Source: an optimization exercise on an open RTL-to-GDS flow (aim: small area, a short achievable clock period and few clock cycles per item). Production flows keep margins and buffers that such runs may drop.
At most, simulation tests tie the RTL to the original design; equivalence was not proved.
Function not checked in runs 3 to 6: the RTL went through the layout flow alone.

<file path="flow/design.v">
module w_machine (
    input wire clk,
    input wire start,
    input wire [5:0] cnt,
    input wire [511:0] block,
    input wire [31:0] h3,
    input wire [31:0] h4,
    output wire [63:0] w2);
reg [511:0] win;     
wire [31:0] w0  = win[511:480];
wire [31:0] w1  = win[479:448];
wire [31:0] w2_ = win[447:416];
wire [31:0] w3  = win[415:384];
wire [31:0] w8  = win[255:224];
wire [31:0] w9  = win[223:192];
wire [31:0] w13 = win[95:64];
wire [31:0] w14 = win[63:32];
wire [31:0] xa = w13 ^ w8 ^ w2_ ^ w0;
wire [31:0] xb = w14 ^ w9 ^ w3 ^ w1;
wire [63:0] expanded = {xa[30:0], xa[31], xb[30:0], xb[31]};
wire [2:0] sel = start ? 3'd0 : cnt[2:0] + 3'd1;
reg [63:0] blk2;
always @(*) begin
    case (sel)
        3'd0: blk2 = block[511:448];
        3'd1: blk2 = block[447:384];
        3'd2: blk2 = block[383:320];
        3'd3: blk2 = block[319:256];
        3'd4: blk2 = block[255:192];
        3'd5: blk2 = block[191:128];
        3'd6: blk2 = block[127:64];
        default: blk2 = block[63:0];
    endcase
end
wire [63:0] w_in = (start || cnt <= 6'd6) ? blk2 :
                   (cnt == 6'd39) ? {h4, h3} : expanded;
assign w2 = win[63:0];
always @(posedge clk)
    win <= {win[447:0], w_in};
endmodule
module sha1_gp (
    input wire g1, p1, g0, p0,
    output wire g, p);
assign g = g1 | (p1 & g0);
assign p = p1 & p0;
endmodule
module sha1_g (
    input wire g1, p1, g0,
    output wire g);
assign g = g1 | (p1 & g0);
endmodule
module sha1_add2 (
    input wire [31:0] x,
    input wire [31:0] y,
    output wire [31:0] s);
wire [31:0] g [0:5];
wire [31:0] p [0:5];
assign g[0] = x & y;
assign p[0] = x ^ y;
genvar l, i;
generate
    for (l = 0; l < 5; l = l + 1) begin : lvl
        for (i = 0; i < 32; i = i + 1) begin : bt
            if (((i >> l) & 1) == 1) begin : node
                localparam integer J = ((i >> l) << l) - 1;
                if ((i >> (l + 1)) == 0) begin : gonly
                    sha1_g n (.g1(g[l][i]), .p1(p[l][i]), .g0(g[l][J]), .g(g[l+1][i]));
                    assign p[l+1][i] = 1'b0;
                end else begin : gp
                    sha1_gp n (.g1(g[l][i]), .p1(p[l][i]), .g0(g[l][J]), .p0(p[l][J]),
                               .g(g[l+1][i]), .p(p[l+1][i]));
                end
            end else begin : pass
                assign g[l+1][i] = g[l][i];
                assign p[l+1][i] = p[l][i];
            end
        end
    end
endgenerate
assign s = p[0] ^ {g[5][30:0], 1'b0};
endmodule
module sha1_add3 (
    input wire [31:0] x,
    input wire [31:0] y,
    input wire [31:0] z,
    output wire [31:0] s);
wire [31:0] cs_s = x ^ y ^ z;
wire [31:0] cs_c = (x & y) | (x & z) | (y & z);
sha1_add2 add (.x(cs_s), .y({cs_c[30:0], 1'b0}), .s(s));
endmodule
module sha1_add4 (
    input wire [31:0] x,
    input wire [31:0] y,
    input wire [31:0] z,
    input wire [31:0] w,
    output wire [31:0] s);
wire [31:0] cs_s = x ^ y ^ z;
wire [31:0] cs_c = (x & y) | (x & z) | (y & z);
sha1_add3 add (.x(cs_s), .y({cs_c[30:0], 1'b0}), .z(w), .s(s));
endmodule
module sha1_f (
    input wire ch,
    input wire maj,
    input wire [31:0] p,
    input wire [31:0] q,
    input wire [31:0] r,
    output wire [31:0] f);
assign f = ch  ? ((p & q) | (~p & r)) :
           maj ? ((p & q) | (p & r) | (q & r)) :
                 (p ^ q ^ r);
endmodule
module sha1_round (
    input wire [31:0] a,
    input wire [31:0] b,
    input wire [31:0] c,
    input wire [31:0] fr,
    input wire [31:0] x,
    input wire [31:0] y,
    input wire f_ch,
    input wire f_maj,
    output wire [31:0] t1,
    output wire [31:0] t2);
wire [31:0] f2, z;
sha1_add3 add_t1 (.x({a[26:0], a[31:27]}), .y(fr), .z(x), .s(t1));
sha1_f f_2 (.ch(f_ch), .maj(f_maj), .p(a), .q({b[1:0], b[31:2]}), .r(c), .f(f2));
sha1_add2 add_z (.x(f2), .y(y), .s(z));
sha1_add2 add_t2 (.x({t1[26:0], t1[31:27]}), .y(z), .s(t2));
endmodule
module sha1_block (
    input wire clk,
    input wire start,
    input wire [159:0] context_in,
    input wire [511:0] block,
    output wire done,
    output wire [159:0] context_out);
wire [31:0] h0 = context_in[159:128];
wire [31:0] h1 = context_in[127:96];
wire [31:0] h2 = context_in[95:64];
wire [31:0] h3 = context_in[63:32];
wire [31:0] h4 = context_in[31:0];
reg [5:0] cnt;
reg [31:0] a, b, c;
reg [31:0] fr;          
reg [31:0] x, y;        
reg f_ch, f_maj;        
reg [1:0] kidx;         
reg prep;               
reg pre_last;           
reg last;               
assign done = (cnt == 6'd41);
assign context_out = {a, b, c, y, x};
wire [63:0] w2;
w_machine w_machine (
    .clk(clk), .start(start), .cnt(cnt), .block(block), .h3(h3), .h4(h4),
    .w2(w2));
wire [31:0] k = (kidx == 2'd0) ? 32'h5A827999 :
                (kidx == 2'd1) ? 32'h6ED9EBA1 :
                (kidx == 2'd2) ? 32'h8F1BBCDC : 32'hCA62C1D6;
wire [31:0] kg = last ? 32'd0 : k;
wire f_ch_next = (cnt <= 6'd9);
wire f_maj_next = (cnt >= 6'd20) && (cnt <= 6'd29);
wire [31:0] t1, t2;
sha1_round sha1_round (
    .a(a), .b(b), .c(c), .fr(fr), .x(x), .y(y),
    .f_ch(f_ch), .f_maj(f_maj),
    .t1(t1), .t2(t2));
wire [31:0] b30 = {b[1:0], b[31:2]};
wire [31:0] a30 = {a[1:0], a[31:2]};
wire [31:0] fr_next;
sha1_f f_1 (.ch(f_ch_next), .maj(f_maj_next), .p(prep ? h1 : t1), .q(a30), .r(b30),
            .f(fr_next));
wire [31:0] x_next, y_next, b_next, c_next;
sha1_add3 add_x (.x(c), .y(kg), .z(w2[63:32]), .s(x_next));
sha1_add4 add_y (.x(b30), .y(kg), .z(w2[31:0]), .w(pre_last ? h0 : 32'd0),
                 .s(y_next));
sha1_add2 add_b (.x(t1), .y(last ? h1 : 32'd0), .s(b_next));
sha1_add2 add_c (.x(a30), .y(last ? h2 : 32'd0), .s(c_next));
always @(posedge clk) begin
    x <= x_next;
    y <= y_next;
    fr <= fr_next;
    f_ch <= f_ch_next;
    f_maj <= f_maj_next;
    prep <= start;
    pre_last <= !start && (cnt == 6'd38);
    last <= !start && (cnt == 6'd39);
    kidx <= start ? 2'd0 :
            (cnt <= 6'd8)  ? 2'd0 :
            (cnt <= 6'd18) ? 2'd1 :
            (cnt <= 6'd28) ? 2'd2 : 2'd3;
    if (start) begin
        cnt <= 6'd0;
        a <= {h2[29:0], h2[31:30]};
        b <= {h3[29:0], h3[31:30]};
        c <= h4;
    end else begin
        cnt <= cnt + 6'd1;
        a <= prep ? h0 : t2;
        b <= prep ? h1 : b_next;
        c <= c_next;
    end
end
endmodule
</file>
<file path="flow/config.mk">
export PLATFORM = sky130hd
export DESIGN_NAME = sha1_block
export DESIGN_NICKNAME = sha1_block
export VERILOG_FILES = /design/flow/design.v
export SDC_FILE = /design/flow/constraint.sdc
export NUM_CORES = 4
export LEC_CHECK = 0
export CAP_MARGIN = 20
export CORE_MARGIN = 2
export CORE_UTILIZATION = 40
export PLACE_DENSITY = 0.6
export SLEW_MARGIN = 20
export SYNTH_HIERARCHICAL = 1
</file>
<file path="flow/run.sh">
#!/bin/bash
# synth_recipe.tcl (not shown) runs the flow's synth.tcl, then flattens the netlist and writes it again
# the make line also repeats each setting of config.mk as NAME=value (left out here)
make -C /OpenROAD-flow-scripts/flow DESIGN_CONFIG=/design/flow/config.mk WORK_HOME=/design/flow/orfs CLKGATE_MAP_FILE= SYNTH_SCRIPT=/design/flow/synth_recipe.tcl finish
</file>
<file path="flow/constraint.sdc">
create_clock -name core_clock -period 10.0 [get_ports {clk}]
set_input_delay 2.0000 -clock core_clock [delete_from_list [all_inputs] [get_ports {clk}]]
set_output_delay 2.0000 -clock core_clock [all_outputs]
set_load 0.01 [all_outputs]
</file>
==> flow_metrics.py, run 1 <==
metrics = {
    "clock_tree": {
        "ctsHoldBuffers": 0,
        "path_clk_slew_ns": 0.06,
        "cts_buffers": 78,
        "cts_buffer_depth": 3,
        "post_cts_buffers": 0,
        "clk_latency_ns": 0.69,
        "cts_max_level": 3,
        "cts_root_buffer": "clkbuf_16",
        "cts_num_sinks": 717,
        "tritoncts": "done",
        "cts_resized": 0,
    },
    "timing": {
        "setup-violations-final": 0,
        "final_hold_viol_count": 0,
        "worst_pin_slew_ns": 1.08,
        "rsz0062_at_grt": "no",
        "setup_tns_ns": 0,
        "clock_skew_ns": 0.0653,
        "period_share_pct": 57.8,
        "max_freq_mhz": 173,
        "period_needed_ns": 5.78,
        "slew-limit-headroom_pct": 28.1,
        "slew_violations": 0,
    },
    "setup_path": {
        "critPathLaunchType": "flip-flop",
        "path_max_fanout": 16,
        "cp-end-kind": "flip-flop",
        "worst-path-buf-inv": 0,
        "worst_ep_required_time_ns": 10.51,
        "arrival_ns": 6.29,
        "slowest_stage": "a21o_1",
        "slowest_delay_ns": 0.71,
        "setup.worst_path.class": "flip-flop to flip-flop",
        "crit_top_cell": "a21o_1",
        "cp_top_family": "compound AO/OA/AOI/OAI gates",
        "crit_path_cell_trace": "fa_1 > ha_1 > and2_1 > a21o_1 > a21o_1 > a21o_1 > a21o_1 > xor2_1 > ha_1 > a21o_1 > a21o_1 > a21o_1 > a21o_1 > a21o_1 > xor3_1 > mux2i_1 > o21ai_0",
        "cp.depth": 17,
        "reg2regPathDepth": 17,
    },
    "yosys": {
        "synth_edf_count": 0,
        "syn-cell-area_mm2": 0.0414,
        "ys_async_sr_fraction_pct": 0,
        "ys_warn_count": 9,
        "ys_ff_latch": 717,
        "synthFlopType": "dfxtp_1",
        "avgSynthCellArea_um2": 10.6,
        "ys_seq_area_share_pct": 34.6,
        "synth_cell_types": 56,
        "synth_cells": 3907,
    },
    "placed_design": {
        "io_buffer_count": 834,
        "gp_congestion": 0.969,
        "placed_cells": 5928,
        "post_dp_cell_area_mm2": 0.0505,
        "hpwl_mm": 161,
    },
    "final_layout": {
        "nFillCells": 9546,
        "final_cell_mix": "833 x clkdlybuf4s50_1, 712 x dfxtp_1, 525 x a21o_1",
        "final_area_mm2": 0.0533,
        "final_common_cell": "clkdlybuf4s50_1",
        "drive_gt1_share_pct": 5.52,
        "syn_to_final_growth_pct": 28.7,
        "final_cells": 6121,
        "fin_nets": 5720,
    },
    "routing": {
        "route.met3.wl_mm": 11.1,
        "vias_per_cell": 5.46,
        "top_layer_used": "met5",
        "post_drt_wl_per_cell_um": 31.6,
        "drc": 0,
        "vias": 33400,
        "drt_wl_total_mm": 193,
        "dr_wl_met2_mm": 94.6,
        "ant_nets": 0,
        "dr.pass1.iters": 5,
        "met1Wirelength_mm": 74.9,
        "first_iter_violations": 2621,
    },
    "outcome": {
        "status": "finished clean",
    },
    "global_route": {
        "grt_first_pass_wirelength_mm": 263,
        "grt_max_degree": 117,
        "grt.overflow.total": 0,
        "grt_pass1_vias": 33500,
        "antenna_found_initial": 93,
        "gr-usage-all-layers_pct": 35.4,
    },
    "floorplan": {
        "start_util_pct": 40.2,
        "die_area_mm2": 0.106,
        "fp.dieH_um": 326,
        "dieWidth_um": 326,
        "num_io_pins": 835,
        "coreArea_mm2": 0.103,
        "rows": 118,
    },
    "min_path": {
        "min_path_type": "flip-flop to flip-flop",
        "min_path_cells": 0,
    },
    "job": {
        "maxCapViolCount": 0,
    },
}
-- layer usage --
metal  track usage [%]  vias to the layer above
met5                 0                        -
met4              22.8                       16
met3              6.25                      388
met2              60.4                     1313
met1              41.0                    16500
li1                  -                    15300
-- final timing paths --
kind              slack (ns)               start                  to
hold reg to reg         0.30  w_machine.win[336]  w_machine.win[400]
setup reg to reg        4.22               a[29]               a[31]
hold / removal          0.30  w_machine.win[336]  w_machine.win[400]
setup / recovery        4.22               a[29]               a[31]
-- area by class of cell --
type,count,area [um2],share of cell area (%)
Multi-Input combinational cell,2941,25600,48.1
Sequential cell,717,14400,26.9
Timing Repair Buffer,876,8680,16.3
Clock buffer,107,2180,4.09
Tap cell,1380,1730,3.24
Clock inverter,35,547,1.03
Antenna cell,51,128,0.239
Inverter,14,55.1,0.103
-- synthesized netlist by cell type, drive strengths merged (2+ instances only) --
| cell type | n | area, um2 |
|---|---|---|
| dfxtp | 717 | 14400 |
| a21o | 525 | 3940 |
| and2 | 414 | 2590 |
| mux2i | 320 | 3200 |
| xor2 | 261 | 2290 |
| ha | 230 | 2880 |
| nand2 | 196 | 736 |
| fa | 188 | 3760 |
| buf | 158 | 1200 |
| xnor2 | 146 | 1280 |
| o21ai | 141 | 706 |
| a221oi | 82 | 718 |
| clkbuf | 78 | 295 |
| mux2 | 64 | 721 |
| a21oi | 50 | 250 |
| nand4 | 50 | 313 |
| o311a | 49 | 490 |
| or3 | 40 | 250 |
| a22oi | 32 | 240 |
| nor3 | 22 | 110 |
| a22o | 18 | 158 |
| o22ai | 17 | 106 |
| nor2 | 15 | 56.3 |
| inv | 14 | 55.1 |
| nor2b | 14 | 87.6 |
| a211oi | 12 | 90.1 |
| nand3 | 11 | 55.1 |
| xor3 | 11 | 262 |
| conb | 5 | 18.8 |
| nand2b | 3 | 18.8 |
| nor4 | 3 | 25.0 |
| or2 | 3 | 18.8 |
| a31oi | 2 | 12.5 |
| and3 | 2 | 12.5 |
| o211ai | 2 | 15.0 |
| o221ai | 2 | 17.5 |
-- sequential cells by signal, summed over array words and instances (netlist names), 2 cells and up --
register	count
y	32
fr	32
kidx	2
c	32
b	32
cnt	6
a	32
w_machine.win	512
x	32
-- through the flow --
step	hold slack (ns)	utilization [%]	setup WS (ns)
2_1_floorplan	0.310	-	5.46
3_3_place_gp	0.310	48.9	4.38
3_5_place_dp	0.312	48.9	4.25
4_1_cts	0.305	51.5	4.23
5_1_grt	0.314	51.6	3.89
6_report	0.302	51.7	4.22
-- worst reg2reg max path, delay by kind of cell, from the launching register on --
kind,cells,cell delay (ns)
AOI/OAI and AO/OA,10,3.17
adders and majority gates,3,1.10
DFF,1,0.61
xor gates and xnor gates,2,0.51
and+or+nand+nor,1,0.14
muxes,1,0.12
-- logic make-up (layout without fill, tap and decap cells) --
kind of cell | after synthesis | in the layout | share of synthesized area (%)
AOI/OAI and AO/OA | 938 | 938 | 16.4
adders and majority gates | 419 | 419 | 16.1
DFF | 717 | 717 | 34.6
muxes | 384 | 384 | 9.47
xor gates and xnor gates | 418 | 418 | 9.25
other | 5 | 57 | 0.0453
and+or+nand+nor | 776 | 776 | 10.4
buffers and inverters | 250 | 1032 | 3.74
-- Yosys stat by module, one instance, submodules excluded, a selection --
module	flip-flops and latches	cells inside	copies in the design
sha1_gp	0	2	315
sha1_block	205	667	1
sha1_add4	0	33	1
sha1_add3	0	33	3
sha1_f	0	136	2
w_machine	512	1555	1
Testbench counts, summed over its fixed seeds: cycles 16,128, items 384.
==> inputs of run 2 (changes only) <==
--- a/flow/config.mk
+++ b/flow/config.mk
@@ -10,4 +10,5 @@
 export CORE_UTILIZATION = 40
 export PLACE_DENSITY = 0.6
+export SETUP_SLACK_MARGIN = 5
 export SLEW_MARGIN = 20
 export SYNTH_HIERARCHICAL = 1
==> run 2 against run 1 <==
  * Clock skew grew 0.0025 ns
  * Sequential share of layout area is essentially flat
  * Final cell count is 0.29% higher
  * Non-clock buffer count rose by 16
  * Still clean on timing, DRC and antenna
  * Count of clock-buffer cells in the layout did not move
  * Critical path depth shrank 1
  * Highest routed layer unchanged
  * Area after synthesis unchanged
  * Cell area grew 0.69%
==> flow_metrics.py, run 2 <==
metrics = {
    "yosys": {
        "synth-compound-area-share_pct": 16.4,
        "yosysMostFrequentCell": "dfxtp_1",
        "ys_seq_area_share_pct": 34.6,
        "synth_cells": 3907,
        "synthDominantCellAreaShare_pct": 34.6,
        "synth_top_family_by_area": "compound AO/OA/AOI/OAI gates",
        "synth_edf_count": 0,
        "synth_fa_ha_area_share_pct": 16.1,
        "synth_cell_types": 56,
        "synthMuxAreaShare_pct": 9.47,
        "synth_area_leaders": "dfxtp_1 35%, a21o_1 9.5%, fa_1 9.1%",
        "yosysTopAreaCell": "dfxtp_1",
        "ys_ff_latch": 717,
        "ys_warn_count": 9,
        "ys_top_cells_by_count": "717 x dfxtp_1, 525 x a21o_1, 414 x and2_1",
        "synth-xor-area-share_pct": 9.25,
        "ys_async_sr_fraction_pct": 0,
        "syn-cell-area_mm2": 0.0414,
        "synthFlopType": "dfxtp_1",
        "yosys.area_share.simple_pct": 10.4,
        "avgSynthCellArea_um2": 10.6,
    },
    "setup_path": {
        "startpoint": "a[27]",
        "worst_ep_required_time_ns": 10.51,
        "critPathLaunchType": "flip-flop",
        "r2r_end": "b[31]",
        "cp_top_family": "compound AO/OA/AOI/OAI gates",
        "crit_top_cell": "a21o_1",
        "arrival_ns": 5.36,
        "slowest_stage": "xor2_1",
        "worst-path-buf-inv": 0,
        "reg2regPathDepth": 16,
        "path_max_fanout": 16,
        "cp-end-kind": "flip-flop",
        "crit_path_cell_trace": "fa_1 > ha_1 > a21o_1 > a21o_1 > a21o_2 > a21o_1 > xor2_1 > ha_1 > and2_1 > and2_1 > and2_1 > a21o_2 > a21o_1 > xor3_1 > mux2i_1 > o21ai_0",
        "setup.worst_path.class": "flip-flop to flip-flop",
        "r2r_slack_ns": 5.15,
        "r2r-start": "a[27]",
        "slowest_delay_ns": 0.52,
    },
    "floorplan": {
        "dieWidth_um": 326,
        "num_io_pins": 835,
        "coreArea_mm2": 0.103,
        "die_area_mm2": 0.106,
        "rows": 118,
        "fp.dieH_um": 326,
        "start_util_pct": 40.2,
    },
    "timing": {
        "holdWs_ns": 0.302,
        "rsz0062_at_grt": "no",
        "setup-violations-final": 0,
        "layout_setup_ws_ns": 5.15,
        "final_hold_viol_count": 0,
        "worst_pin_slew_ns": 1.06,
        "period_share_pct": 48.5,
        "clock_skew_ns": 0.0678,
        "max_freq_mhz": 206,
        "slew_violations": 0,
        "slew-limit-headroom_pct": 29.6,
        "setup_tns_ns": 0,
        "period_needed_ns": 4.85,
    },
    "placed_design": {
        "io_buffer_count": 834,
        "gp_congestion": 0.969,
        "hpwl_mm": 161,
        "pre_cts_slack_ns": 4.25,
    },
    "clock_tree": {
        "cts_buffers": 78,
        "cts_max_level": 3,
        "cts_root_buffer": "clkbuf_16",
        "tritoncts": "done",
        "path_clk_slew_ns": 0.07,
        "cts_num_sinks": 717,
        "clk_latency_ns": 0.70,
        "ctsHoldBuffers": 0,
        "cts_buffer_depth": 3,
    },
    "global_route": {
        "gr-usage-all-layers_pct": 35.4,
        "antenna_found_initial": 94,
        "grt_first_pass_wirelength_mm": 263,
        "grt.overflow.total": 0,
        "grt_max_degree": 117,
        "grt_pass1_vias": 33500,
    },
    "routing": {
        "vias": 33600,
        "post_drt_wl_per_cell_um": 31.6,
        "drt_wl_total_mm": 194,
        "ant_nets": 0,
        "dr.pass1.iters": 7,
        "drc": 0,
        "first_iter_violations": 2546,
        "vias_per_cell": 5.47,
    },
    "outcome": {
        "status": "finished clean",
    },
    "final_layout": {
        "final_common_cell": "clkdlybuf4s50_1",
        "drive_gt1_share_pct": 7.22,
        "syn_to_final_growth_pct": 29.5,
        "final_cell_mix": "833 x clkdlybuf4s50_1, 667 x dfxtp_1, 515 x a21o_1",
        "largest_reg_flops": 512,
        "fin_nets": 5736,
        "top_register": "w_machine.win",
    },
    "min_path": {
        "min_path_cells": 0,
        "hp-start": "w_machine.win[336]",
        "whs_endpoint": "w_machine.win[400]",
        "min_path_type": "flip-flop to flip-flop",
    },
    "job": {
        "maxCapViolCount": 0,
    },
}
## run 2: cell count changes in the layout (fill, tap and decap cells not counted), moves of 4 or more
cell	previous run	this run
dfxtp_1	712	667
a21o_4	0	4
dfxtp_2	4	38
buf_4	41	52
a21o_2	0	6
xor2_2	0	9
dfxtp_4	1	12
xor2_1	260	251
a21o_1	525	515
## run 2: area by class of cell
class	count	area [um2]
Sequential cell	717	14400
Antenna cell	53	133
Clock buffer	107	2180
Tap cell	1380	1730
Multi-Input combinational cell	2941	25700
Inverter	14	55.1
Timing Repair Buffer	892	8850
Clock inverter	35	547
Fill cell	9516	49500
## run 2: how the worst max path moves through the flow
stage,end,slack [ns],cells after the start
after floorplan,a[31],5.46,17
after detailed placement,a[31],4.25,17
after global placement,a[31],4.38,17
final,b[31],5.15,16
after CTS,a[31],5.00,19
after global routing,a[31],5.00,17
## run 2: routing by layer
metal / GRT usage (%) / share of wire (%) / wire length [um]
met1: 41.0 / 39 / 75200
met2: 60.4 / 49 / 94900
met3: 6.23 / 5.7 / 11200
met4: 22.8 / 6.6 / 12700
met5: 0 / 0.043 / 84
## run 2: per-module statistics from Yosys (local to each module, per instance), excerpt
module	copies in the design	cells inside	cell area (um2)
sha1_f	2	136	1700
sha1_g	210	1	7.51
sha1_add4	1	33	648
sha1_gp	315	2	13.8
sha1_add3	3	33	648
sha1_add2	7	63	682
w_machine	1	1555	17400
## run 2: cell families after synthesis
family / Yosys count
xor+xnor: 418
compound gates: 938
mux: 384
buf+inv: 250
simple gates: 776
flops: 717
fa+ha+maj: 419
other cells: 5
## run 2: metrics by stage
step	instances	cell area, um2	utilization (%)
floorplan	3908	41400	-
global placement	5928	50500	48.9
detailed placement	5928	50500	48.9
global route	6129	53700	52.0
finish	6139	53700	52.0
CTS	6070	53300	51.6
## run 2: worst register-to-register path: stages, from the launching register on
cell and delay [ns]:
dfxtp_1 0.48, fa_1 0.46, ha_1 0.20, a21o_1 0.19
a21o_1 0.24, a21o_2 0.30, a21o_1 0.19, xor2_1 0.52
ha_1 0.41, and2_1 0.20, and2_1 0.16, and2_1 0.15
a21o_2 0.36, a21o_1 0.27, xor3_1 0.18, mux2i_1 0.24
o21ai_0 0.11
## run 2: timing repair
| action | in CTS | in global routing |
|---|---|---|
| setup endpoints to repair | 55 | 24 |
| pin swaps | 0 | 1 |
| buffers inserted | 0 | 15 |
| gates resized for setup | 40 | 48 |
| gates cloned | 0 | 1 |
==> inputs of run 3 (changes only) <==
--- a/flow/design.v
+++ b/flow/design.v
@@ -8,4 +8,6 @@
     output wire [63:0] w2);
 reg [511:0] win;     
+reg [7:1] sel_blk;
+reg sel_h, sel_exp;
 wire [31:0] w0  = win[511:480];
 wire [31:0] w1  = win[479:448];
@@ -19,23 +21,21 @@
 wire [31:0] xb = w14 ^ w9 ^ w3 ^ w1;
 wire [63:0] expanded = {xa[30:0], xa[31], xb[30:0], xb[31]};
-wire [2:0] sel = start ? 3'd0 : cnt[2:0] + 3'd1;
-reg [63:0] blk2;
+reg [63:0] picked;
+integer p;
 always @(*) begin
-    case (sel)
-        3'd0: blk2 = block[511:448];
-        3'd1: blk2 = block[447:384];
-        3'd2: blk2 = block[383:320];
-        3'd3: blk2 = block[319:256];
-        3'd4: blk2 = block[255:192];
-        3'd5: blk2 = block[191:128];
-        3'd6: blk2 = block[127:64];
-        default: blk2 = block[63:0];
-    endcase
+    picked = ({64{sel_h}} & {h4, h3}) | ({64{sel_exp}} & expanded);
+    for (p = 1; p < 8; p = p + 1)
+        picked = picked | ({64{sel_blk[p]}} & block[511 - 64*p -: 64]);
 end
-wire [63:0] w_in = (start || cnt <= 6'd6) ? blk2 :
-                   (cnt == 6'd39) ? {h4, h3} : expanded;
+wire [63:0] w_in = start ? block[511:448] : picked;
 assign w2 = win[63:0];
-always @(posedge clk)
+wire [5:0] n = start ? 6'd0 : cnt + 6'd1;
+always @(posedge clk) begin
     win <= {win[447:0], w_in};
+    for (p = 1; p < 8; p = p + 1)
+        sel_blk[p] <= (n + 6'd1 == p);
+    sel_h <= (n == 6'd39);
+    sel_exp <= (n >= 6'd7) && (n != 6'd39);
+end
 endmodule
 module sha1_gp (
==> flow/flow/run.sh (new file) <==
#!/bin/bash
# Layout flow: the standard layout (standard.sh), unchanged except that
# the port buffers that global placement inserts are the smallest buffer
# cell, sky130_fd_sc_hd__buf_1, instead of the default pick.  Every input and
# output port still gets its own buffer; resizing may upsize them later.
set -euo pipefail
export BUFFER_PORTS_ARGS="-buffer_cell sky130_fd_sc_hd__buf_1"
bash standard.sh finish > standard_flow.log 2>&1
==> flow/standard.sh (new file) <==
#!/bin/bash
# synth_recipe.tcl (not shown) runs the flow's synth.tcl, then flattens the netlist and writes it again
# the make line also repeats each setting of config.mk as NAME=value (left out here)
make -C /OpenROAD-flow-scripts/flow DESIGN_CONFIG=/design/flow/config.mk WORK_HOME=/design/flow/orfs CLKGATE_MAP_FILE= SYNTH_SCRIPT=/design/flow/synth_recipe.tcl "${@:-finish}"
removed: flow/run.sh
==> run 3 against run 2 <==
  * Still clean on timing, DRC and antenna
  * Sequential share of layout area up 3.9 points
  * Via count is 2.4% lower
  * Non-clock buffer count shrank 20
  * Routed wire length down 10%
  * Flip-flop and latch count rose by 9
  * Highest routed layer unchanged
==> flow_metrics.py, run 3 <==
metrics = {
    "outcome": {
        "status": "finished clean",
    },
    "timing": {
        "rsz0062_at_grt": "yes",
        "setup_tns_ns": 0,
        "period_needed_ns": 4.85,
        "max_freq_mhz": 206,
        "clock_skew_ns": 0.0226,
        "worst_pin_slew_ns": 1.18,
        "slew_violations": 0,
        "period_share_pct": 48.5,
        "slew-limit-headroom_pct": 21.4,
        "setup-violations-final": 0,
        "final_hold_viol_count": 0,
        "layout_setup_ws_ns": 5.15,
    },
    "clock_tree": {
        "cts_buffer_depth": 3,
        "clk_latency_ns": 0.66,
        "cts_num_sinks": 726,
        "post_cts_buffers": 0,
        "cts_max_level": 3,
        "cts_root_buffer": "clkbuf_16",
        "cts_buffers": 81,
        "ctsHoldBuffers": 0,
        "path_clk_slew_ns": 0.06,
        "tritoncts": "done",
    },
    "yosys": {
        "yosysTopAreaCell": "dfxtp_1",
        "synthMuxAreaShare_pct": 8.09,
        "yosys.area_share.simple_pct": 8.92,
        "syn-cell-area_mm2": 0.0406,
        "synthDominantCellAreaShare_pct": 35.8,
        "ys_seq_area_share_pct": 35.8,
        "synth_fa_ha_area_share_pct": 16.4,
        "avgSynthCellArea_um2": 10.9,
        "synth_cell_types": 50,
        "synth_top_family_by_area": "compound AO/OA/AOI/OAI gates",
        "ys_top_cells_by_count": "726 x dfxtp_1, 527 x a21o_1, 413 x and2_1",
        "ys_warn_count": 9,
        "ys_async_sr_fraction_pct": 0,
        "synthFlopType": "dfxtp_1",
        "synth_cells": 3729,
        "yosysMostFrequentCell": "dfxtp_1",
        "synth_edf_count": 0,
        "ys_ff_latch": 726,
        "synth-compound-area-share_pct": 17.2,
        "synth_area_leaders": "dfxtp_1 36%, a21o_1 9.7%, fa_1 9.3%",
        "synth-xor-area-share_pct": 9.51,
    },
    "floorplan": {
        "num_io_pins": 835,
        "dieWidth_um": 323,
        "die_area_mm2": 0.104,
        "coreArea_mm2": 0.100,
        "start_util_pct": 40.5,
        "fp.dieH_um": 323,
        "rows": 116,
    },
    "setup_path": {
        "critPathLaunchType": "flip-flop",
        "slowest_delay_ns": 0.44,
        "worst_ep_required_time_ns": 10.50,
        "r2r-start": "a[30]",
        "arrival_ns": 5.35,
        "startpoint": "a[30]",
        "setup.worst_path.class": "flip-flop to flip-flop",
        "r2r_slack_ns": 5.15,
        "crit_path_cell_trace": "fa_1 > ha_1 > and2_1 > a21o_1 > a21o_2 > a21o_4 > a21o_1 > xor3_1 > ha_1 > and2_1 > and2_1 > a21o_2 > a21o_4 > a21o_1 > xor3_1 > mux2i_1 > o21ai_0",
        "reg2regPathDepth": 17,
        "slowest_stage": "dfxtp_4",
        "path_max_fanout": 16,
        "cp-end-kind": "flip-flop",
        "r2r_end": "a[31]",
        "setup.worst_path.end": "a[31]",
    },
    "placed_design": {
        "io_buffer_count": 834,
        "hpwl_mm": 142,
        "pre_cts_slack_ns": 4.18,
        "gp_congestion": 0.978,
    },
    "min_path": {
        "hp-start": "w_machine.win[306]",
        "min_path_type": "flip-flop to flip-flop",
    },
    "final_layout": {
        "top_register": "w_machine.win",
        "largest_reg_flops": 512,
        "fin_nets": 5564,
        "drive_gt1_share_pct": 7.31,
        "final_common_cell": "buf_1",
        "final_cell_mix": "833 x buf_1, 670 x dfxtp_1, 518 x a21o_1",
        "syn_to_final_growth_pct": 16.9,
    },
    "routing": {
        "ant_nets": 0,
        "vias_per_cell": 5.54,
        "drc": 0,
        "vias": 32800,
        "post_drt_wl_per_cell_um": 29.4,
        "drt_wl_total_mm": 174,
        "dr.pass1.iters": 9,
        "first_iter_violations": 3026,
    },
    "global_route": {
        "grt_first_pass_wirelength_mm": 235,
        "grt.overflow.total": 0,
        "antenna_found_initial": 44,
        "grt_max_degree": 171,
        "gr-usage-all-layers_pct": 32.2,
        "grt_pass1_vias": 31600,
    },
    "job": {
        "maxCapViolCount": 0,
    },
}
==> run 3: cell count changes after synthesis, moves of 49 or more <==
cell	before	now
o21ai_0	99	26
a221oi_1	82	29
mux2i_1	320	256
nand2_1	196	99
a21oi_1	50	136
o311a_1	49	0
a222oi_1	1	64
==> run 3: critical path: cells and delay by family, from the launching register on <==
family | cells | cell delay [ns]
AOI/OAI and AO/OA | 8 | 1.96
adders and majority gates | 3 | 1.09
xor gates and xnor gates | 2 | 0.53
and+or+nand+nor | 3 | 0.49
DFF | 1 | 0.44
muxes | 1 | 0.13
==> run 3: worst min-delay path by stage <==
stage                                     to  slack, ns  cells past startpoint
final                     w_machine.win[370]       0.32                      0
after global routing      w_machine.win[438]       0.32                      0
after CTS                 w_machine.win[241]       0.32                      0
after detailed placement  w_machine.win[170]       0.31                      0
after global placement    w_machine.win[163]       0.31                      0
after floorplan           w_machine.win[160]       0.31                      0
==> run 3: cell families after synthesis <==
family	Yosys count
AOI/OAI and AO/OA	959
DFF	726
and+or+nand+nor	624
xor gates and xnor gates	421
adders and majority gates	418
muxes	320
buffers and inverters	256
other	5
==> run 3: repair_timing <==
item                       CTS  global route
hold endpoints to repair     0             0
resized for setup           22            54
setup endpoints to repair   55            33
pin swaps                    0             0
==> run 3: modules after synthesis, one instance, submodules excluded, excerpt <==
| module | cells inside | copies in the design | area, um2 | flip-flops and latches |
|---|---|---|---|---|
| sha1_gp | 2 | 315 | 13.8 | 0 |
| sha1_add2 | 63 | 7 | 682 | 0 |
| w_machine | 1377 | 1 | 16500 | 521 |
| sha1_add3 | 33 | 3 | 648 | 0 |
| sha1_block | 667 | 1 | 7390 | 205 |
| sha1_add4 | 33 | 1 | 648 | 0 |
| sha1_g | 1 | 210 | 7.51 | 0 |
| sha1_f | 136 | 2 | 1700 | 0 |
==> run 3: through the flow <==
step | instances | util [%] | cell area [um2] | hold WS (ns)
floorplan | 3730 | - | 40600 | 0.310
global placement | 5746 | 44.2 | 44300 | 0.310
global route | 5908 | 47.3 | 47400 | 0.321
CTS | 5896 | 47.1 | 47300 | 0.317
finish | 5912 | 47.3 | 47500 | 0.317
detailed placement | 5746 | 44.2 | 44300 | 0.312
==> run 3: final cells by class <==
cell class	instances	area [um2]
fill	9571	52800
multi-input combinational	2748	24500
sequential	726	14600
timing repair buffer	872	3450
clock buffer	104	2270
tap	1357	1700
clock inverter	46	658
inverter	44	168
antenna	15	37.5
==> run 3: per-layer routing <==
metal / routed length, um / global-route usage (%) / share of wire (%)
met3: 14300 / 6.96 / 8.2
met5: 161 / 0 / 0.093
met1: 69800 / 40.5 / 40
met4: 10500 / 17.6 / 6.1
met2: 78900 / 51.5 / 45
==> inputs of run 4 (changes only) <==
--- a/flow/config.mk
+++ b/flow/config.mk
@@ -9,4 +9,5 @@
 export CORE_MARGIN = 2
 export CORE_UTILIZATION = 40
+export CTS_BUF_LIST = sky130_fd_sc_hd__clkbuf_4 sky130_fd_sc_hd__clkbuf_8
 export PLACE_DENSITY = 0.6
 export SETUP_SLACK_MARGIN = 5
==> run 4 against run 3 <==
  * Still clean on timing, DRC and antenna
  * Sequential share of layout area up 0.13 points
  * Die area unchanged
  * Area after synthesis unchanged
  * Clock skew up 0.029 ns
  * Non-clock buffer count unchanged
  * Register-to-register slack about the same
  * Flip-flop and latch count unchanged
  * Highest routed layer unchanged
==> flow_metrics.py, run 4 <==
metrics = {
    "outcome": {
        "status": "finished clean",
    },
    "final_layout": {
        "fin_nets": 5603,
        "final_common_cell": "buf_1",
        "syn_to_final_growth_pct": 16.4,
        "fin_util_pct": 47.1,
        "final_cell_mix": "833 x buf_1, 666 x dfxtp_1, 518 x a21o_1",
        "largest_reg_flops": 512,
        "drive_gt1_share_pct": 8.90,
        "final_cells": 5979,
        "top_register": "w_machine.win",
    },
    "routing": {
        "post_drt_wl_per_cell_um": 29.1,
        "vias": 32800,
        "dr.pass1.iters": 9,
        "drc": 0,
        "first_iter_violations": 2951,
        "drt_wl_total_mm": 174,
        "ant_nets": 0,
        "vias_per_cell": 5.49,
    },
    "timing": {
        "max_freq_mhz": 206,
        "setup-violations-final": 0,
        "final_hold_viol_count": 0,
        "period_share_pct": 48.5,
        "setup_tns_ns": 0,
        "period_needed_ns": 4.85,
        "clock_skew_ns": 0.0517,
        "layout_setup_ws_ns": 5.15,
        "worst_pin_slew_ns": 1.20,
        "slew-limit-headroom_pct": 20.1,
        "slew_violations": 0,
        "rsz0062_at_grt": "yes",
    },
    "yosys": {
        "ys_seq_area_share_pct": 35.8,
        "yosysTopAreaCell": "dfxtp_1",
        "synth_area_leaders": "dfxtp_1 36%, a21o_1 9.7%, fa_1 9.3%",
        "ys_warn_count": 9,
        "synthFlopType": "dfxtp_1",
        "synth_edf_count": 0,
        "ys_top_cells_by_count": "726 x dfxtp_1, 527 x a21o_1, 413 x and2_1",
        "synth_cells": 3729,
        "avgSynthCellArea_um2": 10.9,
        "synthDominantCellAreaShare_pct": 35.8,
        "synth_cell_types": 50,
        "ys_async_sr_fraction_pct": 0,
        "ys_ff_latch": 726,
        "syn-cell-area_mm2": 0.0406,
        "yosysMostFrequentCell": "dfxtp_1",
    },
    "floorplan": {
        "num_io_pins": 835,
        "dieWidth_um": 323,
        "coreArea_mm2": 0.100,
        "rows": 116,
        "die_area_mm2": 0.104,
        "fp.dieH_um": 323,
        "start_util_pct": 40.5,
    },
    "min_path": {
        "min_path_type": "flip-flop to flip-flop",
    },
    "setup_path": {
        "slowest_stage": "fa_1",
        "slowest_delay_ns": 0.38,
        "cp_top_family": "compound AO/OA/AOI/OAI gates",
        "worst_ep_required_time_ns": 10.61,
        "worst-path-buf-inv": 1,
        "arrival_ns": 5.46,
        "setup.worst_path.class": "flip-flop to flip-flop",
        "cp-end-kind": "flip-flop",
        "crit_path_cell_trace": "buf_4 > fa_1 > ha_1 > and2_1 > a21o_1 > a21o_2 > a21o_4 > a21o_1 > xor3_1 > ha_1 > and2_1 > and2_1 > a21o_2 > a21o_4 > a21o_1 > xor3_1 > mux2i_1 > o21ai_0",
        "critPathLaunchType": "flip-flop",
        "path_max_fanout": 16,
    },
    "clock_tree": {
        "cts_resized": 21,
        "post_cts_buffers": 0,
        "cts_root_buffer": "clkbuf_8",
        "tritoncts": "done",
        "cts_buffer_depth": 3,
        "path_clk_slew_ns": 0.06,
        "cts_max_level": 3,
        "ctsHoldBuffers": 0,
        "cts_buffers": 120,
        "cts_num_sinks": 726,
        "clk_latency_ns": 0.80,
    },
    "global_route": {
        "grt_pass1_vias": 31800,
        "grt.overflow.total": 0,
        "grt_first_pass_wirelength_mm": 236,
        "grt_max_degree": 171,
        "gr-usage-all-layers_pct": 32.3,
        "antenna_found_initial": 45,
    },
    "placed_design": {
        "io_buffer_count": 834,
        "hpwl_mm": 142,
        "gp_congestion": 0.978,
        "placed_cells": 5746,
        "pre_cts_slack_ns": 4.18,
    },
    "job": {
        "maxCapViolCount": 0,
    },
}
run 4: modules after synthesis, one instance, submodules excluded, a selection:
module	cell area (um2)	cells	copies in the design
sha1_add3	648	33	3
sha1_add4	648	33	1
sha1_block	7390	667	1
sha1_f	1700	136	2
sha1_g	7.51	1	210
sha1_gp	13.8	2	315
w_machine	16500	1377	1
run 4: logic make-up after synthesis:
family | count (synthesis) | share of synthesized area [%]
AO/OA/AOI/OAI | 959 | 17.2
AND/OR/NAND/NOR | 624 | 8.92
buffers and inverters | 256 | 4.12
multiplexers | 320 | 8.09
XOR/XNOR | 421 | 9.51
adder cells (fa/ha/maj) | 418 | 16.4
flip-flops | 726 | 35.8
other | 5 | 0.0462
run 4: path summary, 6_finish.rpt:
check	cells past startpoint	startpoint	endpoint	slack (ns)
worst max register to register	18	a[28]	a[31]	5.15
worst max-delay path	18	a[28]	a[31]	5.15
worst min-delay path	0	w_machine.win[288]	w_machine.win[352]	0.31
worst min register to register	0	w_machine.win[288]	w_machine.win[352]	0.31
run 4: worst register-to-register path: cells and delay by family (launching register included):
kind / cells / cell delay, ns
adder cells (fa/ha/maj): 3 / 1.06
XOR/XNOR: 2 / 0.52
AO/OA/AOI/OAI: 8 / 1.99
AND/OR/NAND/NOR: 3 / 0.48
multiplexers: 1 / 0.14
buffers and inverters: 1 / 0.19
flip-flops: 1 / 0.30
run 4: stage by stage:
| step | hold slack [ns] | cell area (um2) |
|---|---|---|
| after floorplan | 0.310 | 40600 |
| after global placement | 0.310 | 44300 |
| after detailed placement | 0.312 | 44300 |
| after CTS | 0.315 | 47100 |
| after global routing | 0.324 | 47300 |
| final | 0.307 | 47300 |
run 4: area by class of cell:
class | count | area, um2
sequential | 726 | 14600
fill | 9632 | 53000
multi-input combinational | 2748 | 24500
clock inverter | 25 | 330
inverter | 44 | 168
clock buffer | 191 | 2420
tap | 1357 | 1700
timing repair buffer | 872 | 3440
antenna | 16 | 40.0
run 4: metal layers:
layer  vias up  GRT usage (%)  share of wire (%)
met1     16000           40.2                 40
met5         -              0              0.091
li1      14700              -                  -
met4        26           17.0                6.0
met3       380           7.72                8.5
met2      1663           51.7                 45
==> inputs of run 5 (changes only) <==
--- a/flow/config.mk
+++ b/flow/config.mk
@@ -8,7 +8,6 @@
 export CAP_MARGIN = 20
 export CORE_MARGIN = 2
-export CORE_UTILIZATION = 40
-export CTS_BUF_LIST = sky130_fd_sc_hd__clkbuf_4 sky130_fd_sc_hd__clkbuf_8
-export PLACE_DENSITY = 0.6
+export CORE_UTILIZATION = 60
+export PLACE_DENSITY = 0.75
 export SETUP_SLACK_MARGIN = 5
 export SLEW_MARGIN = 20
==> run 5 against run 4 <==
  * Worst setup slack better by 0.012 ns
  * First-iteration DRC count grew 48%
  * Final cell count fell by 9.2%
  * Critical path depth increased by 2
==> flow_metrics.py, run 5 <==
metrics = {
    "setup_path": {
        "slowest_delay_ns": 0.49,
        "crit_path_cell_trace": "fa_1 > mux2i_1 > mux2i_1 > ha_1 > and2_1 > and2_1 > a21o_4 > a21o_4 > buf_4 > a21o_1 > xor2_1 > ha_1 > and2_1 > and2_1 > and2_1 > and2_1 > a21o_1 > xor3_1 > mux2i_1 > o21ai_0",
        "worst_ep_required_time_ns": 10.49,
        "setup.worst_path.class": "flip-flop to flip-flop",
        "critPathLaunchType": "flip-flop",
        "arrival_ns": 5.33,
        "slowest_stage": "dfxtp_1",
        "cp-end-kind": "flip-flop",
        "path_max_fanout": 15,
        "crit_top_cell": "and2_1",
    },
    "final_layout": {
        "final_area_mm2": 0.0466,
        "largest_reg_flops": 512,
        "fin_nets": 5570,
        "final_cell_mix": "833 x buf_1, 665 x dfxtp_1, 519 x a21o_1",
        "drive_gt1_share_pct": 7.25,
        "top_register": "w_machine.win",
        "final_common_cell": "buf_1",
        "syn_to_final_growth_pct": 14.8,
        "final_cells": 5427,
    },
    "yosys": {
        "yosysMostFrequentCell": "dfxtp_1",
        "ys_warn_count": 9,
        "synth_cells": 3729,
        "ys_seq_area_share_pct": 35.8,
        "avgSynthCellArea_um2": 10.9,
        "synth_cell_types": 50,
        "synth_top_family_by_area": "compound AO/OA/AOI/OAI gates",
        "synth-compound-area-share_pct": 17.2,
        "synth_edf_count": 0,
        "synth_fa_ha_area_share_pct": 16.4,
        "yosysTopAreaCell": "dfxtp_1",
        "synthMuxAreaShare_pct": 8.09,
        "synthDominantCellAreaShare_pct": 35.8,
        "syn-cell-area_mm2": 0.0406,
        "ys_async_sr_fraction_pct": 0,
        "yosys.area_share.simple_pct": 8.92,
        "synth-xor-area-share_pct": 9.51,
        "ys_top_cells_by_count": "726 x dfxtp_1, 527 x a21o_1, 413 x and2_1",
        "synth_area_leaders": "dfxtp_1 36%, a21o_1 9.7%, fa_1 9.3%",
        "ys_ff_latch": 726,
        "synthFlopType": "dfxtp_1",
    },
    "global_route": {
        "grt.overflow.total": 0,
        "use_met2_pct": 68.7,
        "grtUsageMet3_pct": 14.0,
        "grt_max_degree": 121,
        "grt_first_pass_wirelength_mm": 228,
        "gr-usage-all-layers_pct": 45.9,
        "grt_busiest_layer": "met2",
        "grt_util_met1_pct": 53.8,
        "grt_pass1_vias": 32400,
        "antenna_found_initial": 36,
    },
    "clock_tree": {
        "tritoncts": "done",
        "cts_max_level": 3,
        "path_clk_slew_ns": 0.06,
        "clk_latency_ns": 0.64,
        "cts_buffers": 74,
        "cts_buffer_depth": 3,
        "cts_num_sinks": 726,
        "cts_root_buffer": "clkbuf_16",
    },
    "timing": {
        "setup_tns_ns": 0,
        "final_hold_viol_count": 0,
        "max_freq_mhz": 207,
        "worst_pin_slew_ns": 1.03,
        "period_share_pct": 48.4,
        "clock_skew_ns": 0.0307,
        "period_needed_ns": 4.84,
        "slew_violations": 0,
        "setup-violations-final": 0,
        "slew-limit-headroom_pct": 31.0,
        "rsz0062_at_grt": "no",
    },
    "placed_design": {
        "placed_cells": 5270,
        "io_buffer_count": 834,
        "post_dp_cell_area_mm2": 0.0437,
        "gp_congestion": 1.07,
        "hpwl_mm": 130,
    },
    "routing": {
        "vias": 33700,
        "ant_nets": 0,
        "vias_per_cell": 6.21,
        "dr.pass1.iters": 7,
        "post_drt_wl_per_cell_um": 30.4,
        "drt_wl_total_mm": 165,
        "first_iter_violations": 4359,
        "drc": 0,
    },
    "floorplan": {
        "coreArea_mm2": 0.0670,
        "start_util_pct": 60.6,
        "fp.dieH_um": 264,
        "die_area_mm2": 0.0698,
        "rows": 95,
        "dieWidth_um": 264,
        "num_io_pins": 835,
    },
    "job": {
        "maxCapViolCount": 0,
    },
    "min_path": {
        "min_path_type": "flip-flop to flip-flop",
    },
    "outcome": {
        "status": "finished clean",
    },
}
run 5: cell counts after synthesis:
No cell type changed its count.
run 5: cell families after synthesis:
logic type / count (synthesis)
multiplexers: 320
XOR/XNOR: 421
flip-flops: 726
AND/OR/NAND/NOR: 624
buffers and inverters: 256
AO/OA/AOI/OAI: 959
other: 5
adder cells (fa/ha/maj): 418
run 5: critical path: cells and delay by family, from the launching register on:
kind / cells / cell delay [ns]
buffers and inverters: 1 / 0.17
adder cells (fa/ha/maj): 3 / 1.15
AO/OA/AOI/OAI: 5 / 1.01
flip-flops: 1 / 0.49
AND/OR/NAND/NOR: 6 / 1.05
multiplexers: 3 / 0.39
XOR/XNOR: 2 / 0.42
run 5: through the flow:
step / util [%] / setup slack [ns] / hold slack, ns
after floorplan: - / 5.46 / 0.310
after global placement: 65.2 / 4.48 / 0.310
after detailed placement: 65.2 / 4.33 / 0.312
after CTS: 69.2 / 5.00 / 0.315
after global routing: 69.5 / 4.99 / 0.318
final: 69.5 / 5.16 / 0.315
run 5: cell type report:
type	instances	area, um2
Timing Repair Buffer	885	3530
Antenna cell	19	47.5
Sequential cell	726	14600
Fill cell	5304	20400
Clock inverter	35	514
Clock buffer	97	2070
Multi-Input combinational cell	2748	24600
Inverter	44	168
Tap cell	873	1090
run 5: per-module statistics from Yosys (local to each module, per instance), a selection:
module      cells inside  cell area (um2)  flops+latches  times used
sha1_g                 1             7.51              0         210
sha1_add2             63              682              0           7
sha1_add3             33              648              0           3
w_machine           1377            16500            521           1
sha1_f               136             1700              0           2
sha1_block           667             7390            205           1
sha1_gp                2             13.8              0         315
sha1_add4             33              648              0           1
run 5: worst paths after layout:
check                             to  depth (start not counted)               start  slack, ns
setup / recovery               a[31]                         20                c[7]       5.16
hold / removal    w_machine.win[367]                          0  w_machine.win[303]       0.32
setup reg to reg               a[31]                         20                c[7]       5.16
hold reg to reg   w_machine.win[367]                          0  w_machine.win[303]       0.32
run 5: timing repair:
action                     4_1_cts  5_1_grt
pin swaps                        0        1
setup endpoints to repair       42       49
hold endpoints to repair         0        0
setup buffers                    0        2
hold buffers                     0        0
gates resized for setup         16       66
run 5: per-layer routing:
layer  share of wire [%]  up-vias  routed length (um)
met4                  10       38               16500
met3                  11      614               18700
met2                  43     2238               71100
met1                  35    16100               58600
met5                0.15        -                 241
li1                    -    14700                   -
==> inputs of run 6 (changes only) <==
--- a/flow/design.v
+++ b/flow/design.v
@@ -80,4 +80,48 @@
 assign s = p[0] ^ {g[5][30:0], 1'b0};
 endmodule
+module sha1_add2s (
+    input wire [31:0] x,
+    input wire [31:0] y,
+    output wire [31:0] s);
+wire [31:0] ug [0:5];
+wire [31:0] up [0:5];
+assign ug[0] = x & y;
+assign up[0] = x ^ y;
+genvar l, i;
+generate
+    for (l = 0; l < 5; l = l + 1) begin : upl
+        for (i = 0; i < 32; i = i + 1) begin : bt
+            if ((i % (2 << l)) == (2 << l) - 1) begin : node
+                if (i == (2 << l) - 1) begin : gonly
+                    sha1_g n (.g1(ug[l][i]), .p1(up[l][i]), .g0(ug[l][i - (1 << l)]),
+                              .g(ug[l+1][i]));
+                    assign up[l+1][i] = 1'b0;
+                end else begin : gp
+                    sha1_gp n (.g1(ug[l][i]), .p1(up[l][i]), .g0(ug[l][i - (1 << l)]),
+                               .p0(up[l][i - (1 << l)]), .g(ug[l+1][i]), .p(up[l+1][i]));
+                end
+            end else begin : pass
+                assign ug[l+1][i] = ug[l][i];
+                assign up[l+1][i] = up[l][i];
+            end
+        end
+    end
+endgenerate
+wire [31:0] cg [0:4];
+assign cg[4] = ug[5];
+generate
+    for (l = 3; l >= 0; l = l - 1) begin : dnl
+        for (i = 0; i < 32; i = i + 1) begin : bt
+            if (i >= (2 << l) && (i % (2 << l)) == (1 << l) - 1) begin : node
+                sha1_g n (.g1(cg[l+1][i]), .p1(up[l+1][i]), .g0(cg[l+1][i - (1 << l)]),
+                          .g(cg[l][i]));
+            end else begin : pass
+                assign cg[l][i] = cg[l+1][i];
+            end
+        end
+    end
+endgenerate
+assign s = up[0] ^ {cg[0][30:0], 1'b0};
+endmodule
 module sha1_add3 (
     input wire [31:0] x,
@@ -98,4 +142,13 @@
 wire [31:0] cs_c = (x & y) | (x & z) | (y & z);
 sha1_add3 add (.x(cs_s), .y({cs_c[30:0], 1'b0}), .z(w), .s(s));
+endmodule
+module sha1_add3s (
+    input wire [31:0] x,
+    input wire [31:0] y,
+    input wire [31:0] z,
+    output wire [31:0] s);
+wire [31:0] cs_s = x ^ y ^ z;
+wire [31:0] cs_c = (x & y) | (x & z) | (y & z);
+sha1_add2s add (.x(cs_s), .y({cs_c[30:0], 1'b0}), .s(s));
 endmodule
 module sha1_f (
@@ -171,9 +224,9 @@
             .f(fr_next));
 wire [31:0] x_next, y_next, b_next, c_next;
-sha1_add3 add_x (.x(c), .y(kg), .z(w2[63:32]), .s(x_next));
+sha1_add3s add_x (.x(c), .y(kg), .z(w2[63:32]), .s(x_next));
 sha1_add4 add_y (.x(b30), .y(kg), .z(w2[31:0]), .w(pre_last ? h0 : 32'd0),
                  .s(y_next));
 sha1_add2 add_b (.x(t1), .y(last ? h1 : 32'd0), .s(b_next));
-sha1_add2 add_c (.x(a30), .y(last ? h2 : 32'd0), .s(c_next));
+sha1_add2s add_c (.x(a30), .y(last ? h2 : 32'd0), .s(c_next));
 always @(posedge clk) begin
     x <= x_next;
--- a/flow/config.mk
+++ b/flow/config.mk
@@ -8,6 +8,8 @@
 export CAP_MARGIN = 20
 export CORE_MARGIN = 2
-export CORE_UTILIZATION = 60
-export PLACE_DENSITY = 0.75
+export CORE_UTILIZATION = 40
+export CTS_CLUSTER_DIAMETER = 100
+export CTS_CLUSTER_SIZE = 20
+export PLACE_DENSITY = 0.6
 export SETUP_SLACK_MARGIN = 5
 export SLEW_MARGIN = 20
==> run 6 against run 5 <==
  * Critical path depth fell by 1
  * Die area up 47%
  * Non-clock buffer count shrank 12
  * First-iteration DRC count decreased by 24%
==> flow_metrics.py, run 6 <==
metrics = {
    "setup_path": {
        "startpoint": "c[0]",
        "setup.worst_path.class": "flip-flop to flip-flop",
        "r2r-start": "c[0]",
        "worst_ep_required_time_ns": 10.48,
        "path_max_fanout": 11,
        "cp-end-kind": "flip-flop",
        "critPathLaunchType": "flip-flop",
        "arrival_ns": 5.42,
    },
    "outcome": {
        "status": "finished clean",
    },
    "timing": {
        "holdWs_ns": 0.308,
        "slew-limit-headroom_pct": 22.7,
        "period_needed_ns": 4.94,
        "setup_tns_ns": 0,
        "layout_setup_ws_ns": 5.06,
        "final_hold_viol_count": 0,
        "clock_skew_ns": 0.0308,
        "slew_violations": 0,
        "rsz0062_at_grt": "yes",
        "period_share_pct": 49.4,
        "max_freq_mhz": 202,
        "setup-violations-final": 0,
        "worst_pin_slew_ns": 1.16,
    },
    "routing": {
        "ant_nets": 0,
        "route.met3.wl_mm": 15.1,
        "vias": 31700,
        "drt_wl_total_mm": 179,
        "vias_per_cell": 5.60,
        "drc": 0,
        "met1Wirelength_mm": 71.7,
        "top_layer_used": "met5",
        "post_drt_wl_per_cell_um": 31.6,
        "dr_wl_met2_mm": 80.2,
        "dr.pass1.iters": 9,
        "first_iter_violations": 3324,
    },
    "yosys": {
        "ys_async_sr_fraction_pct": 0,
        "synthDominantCellAreaShare_pct": 36.4,
        "synth_edf_count": 0,
        "yosysMostFrequentCell": "dfxtp_1",
        "syn-cell-area_mm2": 0.0399,
        "ys_warn_count": 10,
        "synthFlopType": "dfxtp_1",
        "yosysTopAreaCell": "dfxtp_1",
        "ys_seq_area_share_pct": 36.4,
        "ys_ff_latch": 726,
        "avgSynthCellArea_um2": 11.0,
        "synth_cell_types": 51,
        "synth_cells": 3636,
        "ys_top_cells_by_count": "726 x dfxtp_1, 481 x a21o_1, 367 x and2_1",
        "synth_area_leaders": "dfxtp_1 36%, fa_1 9.4%, a21o_1 9.0%",
    },
    "global_route": {
        "antenna_found_initial": 58,
        "grt.overflow.total": 0,
        "grt_pass1_vias": 31000,
        "grt_max_degree": 158,
        "grt_first_pass_wirelength_mm": 242,
        "gr-usage-all-layers_pct": 33.8,
    },
    "clock_tree": {
        "clk_latency_ns": 0.64,
        "path_clk_slew_ns": 0.09,
        "cts_buffer_depth": 3,
        "cts_max_level": 2,
        "cts_num_sinks": 726,
        "tritoncts": "done",
        "cts_buffers": 47,
        "cts_root_buffer": "clkbuf_16",
    },
    "placed_design": {
        "hpwl_mm": 148,
        "placed_cells": 5583,
        "io_buffer_count": 834,
        "gp_congestion": 0.993,
        "pre_cts_slack_ns": 4.27,
    },
    "final_layout": {
        "drive_gt1_share_pct": 6.00,
        "final_cells": 5669,
        "final_cell_mix": "833 x buf_1, 669 x dfxtp_1, 472 x a21o_1",
        "fin_nets": 5439,
        "top_register": "w_machine.win",
        "syn_to_final_growth_pct": 13.5,
        "nFillCells": 9536,
        "final_common_cell": "buf_1",
        "largest_reg_flops": 512,
    },
    "floorplan": {
        "coreArea_mm2": 0.0987,
        "start_util_pct": 40.5,
        "dieWidth_um": 320,
        "num_io_pins": 835,
        "die_area_mm2": 0.102,
        "fp.dieH_um": 320,
        "rows": 115,
    },
    "min_path": {
        "hp-start": "w_machine.win[178]",
        "min_path_type": "flip-flop to flip-flop",
    },
    "job": {
        "maxCapViolCount": 0,
    },
}
## run 6: cell count changes after synthesis, sizes merged, moves of 2 or more
cell and delta:
a21o -46, a21oi +2, and2 -46, buf +5
clkbuf -5, inv -3, nor2 +2, nor4 -2
## run 6: per-module statistics from Yosys (local to each module, per instance), excerpt
module | flip-flops and latches | cell area (um2)
w_machine | 521 | 16500
sha1_block | 205 | 7370
sha1_f | 0 | 1700
sha1_add2 | 0 | 682
sha1_add2s | 0 | 682
sha1_add3 | 0 | 648
sha1_add3s | 0 | 648
sha1_add4 | 0 | 648
sha1_gp | 0 | 13.8
sha1_g | 0 | 7.51
## run 6: worst max-delay path: stages (launching register included)
cell and delay, ns:
dfxtp_1 0.52, fa_1 0.48, mux2i_1 0.16, mux2i_1 0.10
ha_1 0.24, a21o_1 0.21, a21o_1 0.24, a21o_4 0.29
a21o_4 0.31, a21o_1 0.19, xor2_1 0.14, ha_1 0.33
a21o_1 0.22, a21o_1 0.27, a21o_4 0.29, a21o_1 0.19
a21o_1 0.17, xor3_1 0.22, mux2i_1 0.14, o21ai_0 0.08
## run 6: what timing repair did
action,4_1_cts,5_1_grt
cloned,0,1
gates resized for setup,43,40
hold buffers,0,0
endpoints found under the setup margin,48,32
pin swaps,0,2
setup buffers,0,1
## run 6: cells by family (layout without fill, tap and decap cells)
family,count (synthesis),in the layout,share of synthesized area (%)
fa+ha+maj,417,417,16.6
compound gates,916,917,16.6
mux,320,320,8.22
other cells,5,23,0.0470
simple gates,578,578,8.37
flops,726,726,36.4
buf+inv,253,980,4.11
xor+xnor,421,421,9.66
## run 6: layer usage
layer  vias up  global-route usage, %
met4        36                   18.6
met3       386                   7.62
met5         -                      0
met2      1583                   54.0
met1     15500                   42.2
li1      14200                      -
## run 6: through the flow
| step | cell area, um2 | utilization (%) |
|---|---|---|
| 5_1_grt | 45300 | 45.9 |
| 2_1_floorplan | 40000 | - |
| 3_5_place_dp | 43600 | 44.1 |
| 6_report | 45300 | 45.9 |
| 3_3_place_gp | 43600 | 44.1 |
| 4_1_cts | 45100 | 45.7 |
## run 6: worst paths after layout
| path | to | slack (ns) | depth (start not counted) |
|---|---|---|---|
| worst max register to register | a[31] | 5.06 | 19 |
| worst min register to register | w_machine.win[242] | 0.31 | 0 |
| worst min-delay path | w_machine.win[242] | 0.31 | 0 |
| worst max-delay path | a[31] | 5.06 | 19 |
## run 6: area by class of cell
type / instances / area, um2 / share of cell area, %
inverters: 41 / 154 / 0.340
clock inverters: 15 / 220 / 0.486
diodes: 17 / 42.5 / 0.0939
flip-flops and latches: 726 / 14600 / 32.3
repair buffers: 873 / 3460 / 7.64
multi-input cells: 2659 / 24000 / 52.9
clock buffers: 51 / 1230 / 2.72
well taps: 1287 / 1610 / 3.55
==> inputs of run 7 (changes only) <==
--- a/flow/design.v
+++ b/flow/design.v
@@ -228,5 +228,5 @@
                  .s(y_next));
 sha1_add2 add_b (.x(t1), .y(last ? h1 : 32'd0), .s(b_next));
-sha1_add2s add_c (.x(a30), .y(last ? h2 : 32'd0), .s(c_next));
+sha1_add2 add_c (.x(a30), .y(last ? h2 : 32'd0), .s(c_next));
 always @(posedge clk) begin
     x <= x_next;
==> run 7 against run 6 <==
  * Still clean on timing, DRC and antenna
  * Worst hold slack gained 0.0037 ns
  * Cell area grew 0.34%
  * Fmax grew 0.91%
  * Final cell count grew 1.0%
  * Via count grew 2.2%
==> flow_metrics.py, run 7 <==
metrics = {
    "outcome": {
        "status": "finished clean",
    },
    "yosys": {
        "ys_async_sr_fraction_pct": 0,
        "synth_cells": 3682,
        "ys_warn_count": 10,
        "synth_cell_types": 51,
        "avgSynthCellArea_um2": 10.9,
        "synth-compound-area-share_pct": 16.9,
        "synth_edf_count": 0,
    },
    "global_route": {
        "grt_max_degree": 85,
        "antenna_found_initial": 54,
        "grt.overflow.total": 0,
    },
    "timing": {
        "period_share_pct": 48.9,
        "worst_pin_slew_ns": 1.07,
        "final_hold_viol_count": 0,
        "clock_skew_ns": 0.0473,
        "slew_violations": 0,
        "rsz0062_at_grt": "yes",
        "slew-limit-headroom_pct": 28.8,
        "setup-violations-final": 0,
    },
    "setup_path": {
        "arrival_ns": 5.37,
        "path_max_fanout": 16,
        "slowest_delay_ns": 0.46,
        "critPathLaunchType": "flip-flop",
        "crit_top_cell": "a21o_1",
    },
    "routing": {
        "post_drt_wl_per_cell_um": 31.7,
        "vias": 32400,
        "first_iter_violations": 3392,
        "drc": 0,
        "ant_nets": 0,
    },
    "floorplan": {
        "coreArea_mm2": 0.100,
        "dieWidth_um": 321,
        "fp.dieH_um": 321,
        "rows": 116,
    },
    "placed_design": {
        "hpwl_mm": 151,
        "io_buffer_count": 834,
    },
    "final_layout": {
        "fin_util_pct": 45.5,
        "fin_nets": 5487,
        "final_common_cell": "buf_1",
        "largest_reg_flops": 512,
        "final_cell_mix": "833 x buf_1, 676 x dfxtp_1, 494 x a21o_1",
        "multi_input_area_mm2": 0.0242,
    },
    "clock_tree": {
        "clk_latency_ns": 0.64,
        "cts_num_sinks": 726,
        "cts_buffer_depth": 3,
        "path_clk_slew_ns": 0.09,
    },
}
## run 7: cell types whose count changed in the layout (fill, tap and decap cells not counted), moves of 5 or more
cell,change
xor2_2,-5
dfxtp_2,-5
a21o_1,+22
dfxtp_1,+7
buf_4,+8
xor2_1,+5
and2_1,+23
## run 7: path summary, 6_finish.rpt
kind	start	end	slack (ns)	cells past startpoint
hold reg to reg	w_machine.win[100]	w_machine.win[164]	0.31	0
hold / removal	w_machine.win[100]	w_machine.win[164]	0.31	0
setup / recovery	a[30]	b[31]	5.11	17
setup reg to reg	a[30]	b[31]	5.11	17
## run 7: final cells by class
cell class                      count  area share (%)
Multi-Input combinational cell   2704            53.2
Sequential cell                   726            32.2
Timing Repair Buffer              877            7.63
Tap cell                         1298            3.57
Clock buffer                       50            2.59
Clock inverter                     12           0.358
Inverter                           41           0.338
Antenna cell                       19           0.105
## run 7: through the flow
stage               hold slack, ns  setup WS, ns  std cells  instance area, um2
global route                 0.331          4.96       5719               45500
finish                       0.311          5.11       5727               45500
CTS                          0.318          5.00       5706               45300
detailed placement           0.312          4.19       5644               43900
floorplan                    0.310          5.46       3683               40300
global placement             0.310          4.33       5644               43900
## run 7: cells by family (layout without fill, tap and decap cells)
family / count (synthesis) / count (layout)
compound gates: 939 / 939
xor+xnor: 421 / 421
fa+ha+maj: 417 / 417
buf+inv: 253 / 980
flops: 726 / 726
mux: 320 / 320
other cells: 5 / 25
simple gates: 601 / 601
## run 7: critical path, delay by kind of cell, from the launching register on
family | cells | cell delay, ns
flip-flops | 1 | 0.46
AND/OR/NAND/NOR | 2 | 0.36
AO/OA/AOI/OAI | 9 | 2.05
adder cells (fa/ha/maj) | 3 | 1.14
multiplexers | 1 | 0.14
XOR/XNOR | 2 | 0.58
## run 7: timing repair
action | 4_1_cts | 5_1_grt
endpoints found under the setup margin | 56 | 34
setup buffers | 0 | 2
cloned | 0 | 0
pin swaps | 0 | 1
resized for setup | 31 | 35
## run 7: per-module statistics from Yosys (local to each module, per instance), excerpt
module / flip-flops and latches / times used / area, um2 / cells inside
sha1_gp: 0 / 292 / 13.8 / 2
sha1_g: 0 / 210 / 7.51 / 1
sha1_add4: 0 / 1 / 648 / 33
sha1_add3: 0 / 2 / 648 / 33
sha1_add2s: 0 / 1 / 682 / 63
sha1_f: 0 / 2 / 1700 / 136
sha1_add3s: 0 / 1 / 648 / 33
sha1_block: 205 / 1 / 7370 / 666
w_machine: 521 / 1 / 16500 / 1377
sha1_add2: 0 / 6 / 682 / 63
## run 7: metal layers
metal / global-route usage, % / part of all wire (%) / up-vias
met5: 0 / 0.096 / -
met3: 7.13 / 8.5 / 360
met1: 43.4 / 40 / 16100
met2: 54.2 / 45 / 1606
li1: - / - / 14400
met4: 18.0 / 6.2 / 30
Testbench counts of run 7, summed over its fixed seeds: cycles 16,128, items 384.

[re-timing with driven ports]
No port has a modelled driver above. Below, the same layouts with a new extraction and two added sets of constraints.
Step 1 assumes that a clkbuf_16 drives the clock port and a buf_2 every other input.
Step 2, shift: input delay + t, output delay - t, t = (earliest + latest rising clock arrival at the registers) / 2. This alone moves slack from input paths to output paths.
Three values: ideal ports, drivers, drivers and shift; two values: the first two.
| run | t (ns) | setup WS [ns] | hold WS [ns] | clock arrival spread, ns | pins driven straight from the clock port |
|---|---|---|---|---|---|
| run 1 | 0.738 | 4.220 / 4.220 / 4.220 | 0.302 / 0.302 / 0.302 | 0.065 / 0.065 | 1 |
| run 2 | 0.736 | 5.152 / 5.136 / 4.705 | 0.302 / 0.302 / 0.302 | 0.068 / 0.067 | 1 |
| run 3 | 0.718 | 5.152 / 5.152 / 4.911 | 0.317 / 0.317 / 0.317 | 0.025 / 0.025 | 1 |
| run 4 | 0.846 | 5.147 / 5.147 / 4.901 | 0.307 / 0.307 / 0.307 | 0.051 / 0.052 | 1 |
| run 5 | 0.689 | 5.159 / 5.159 / 4.741 | 0.315 / 0.315 / 0.315 | 0.032 / 0.032 | 1 |
| run 6 | 0.693 | 5.061 / 5.061 / 4.710 | 0.308 / 0.308 / 0.308 | 0.032 / 0.032 | 1 |
| run 7 | 0.690 | 5.106 / 5.106 / 5.022 | 0.311 / 0.311 / 0.311 | 0.048 / 0.048 | 1 |
After both steps setup and hold are still met in every run listed. The setup slack of run 2, which loses most, moves by -0.016 ns with the drivers and by -0.447 ns with both steps.
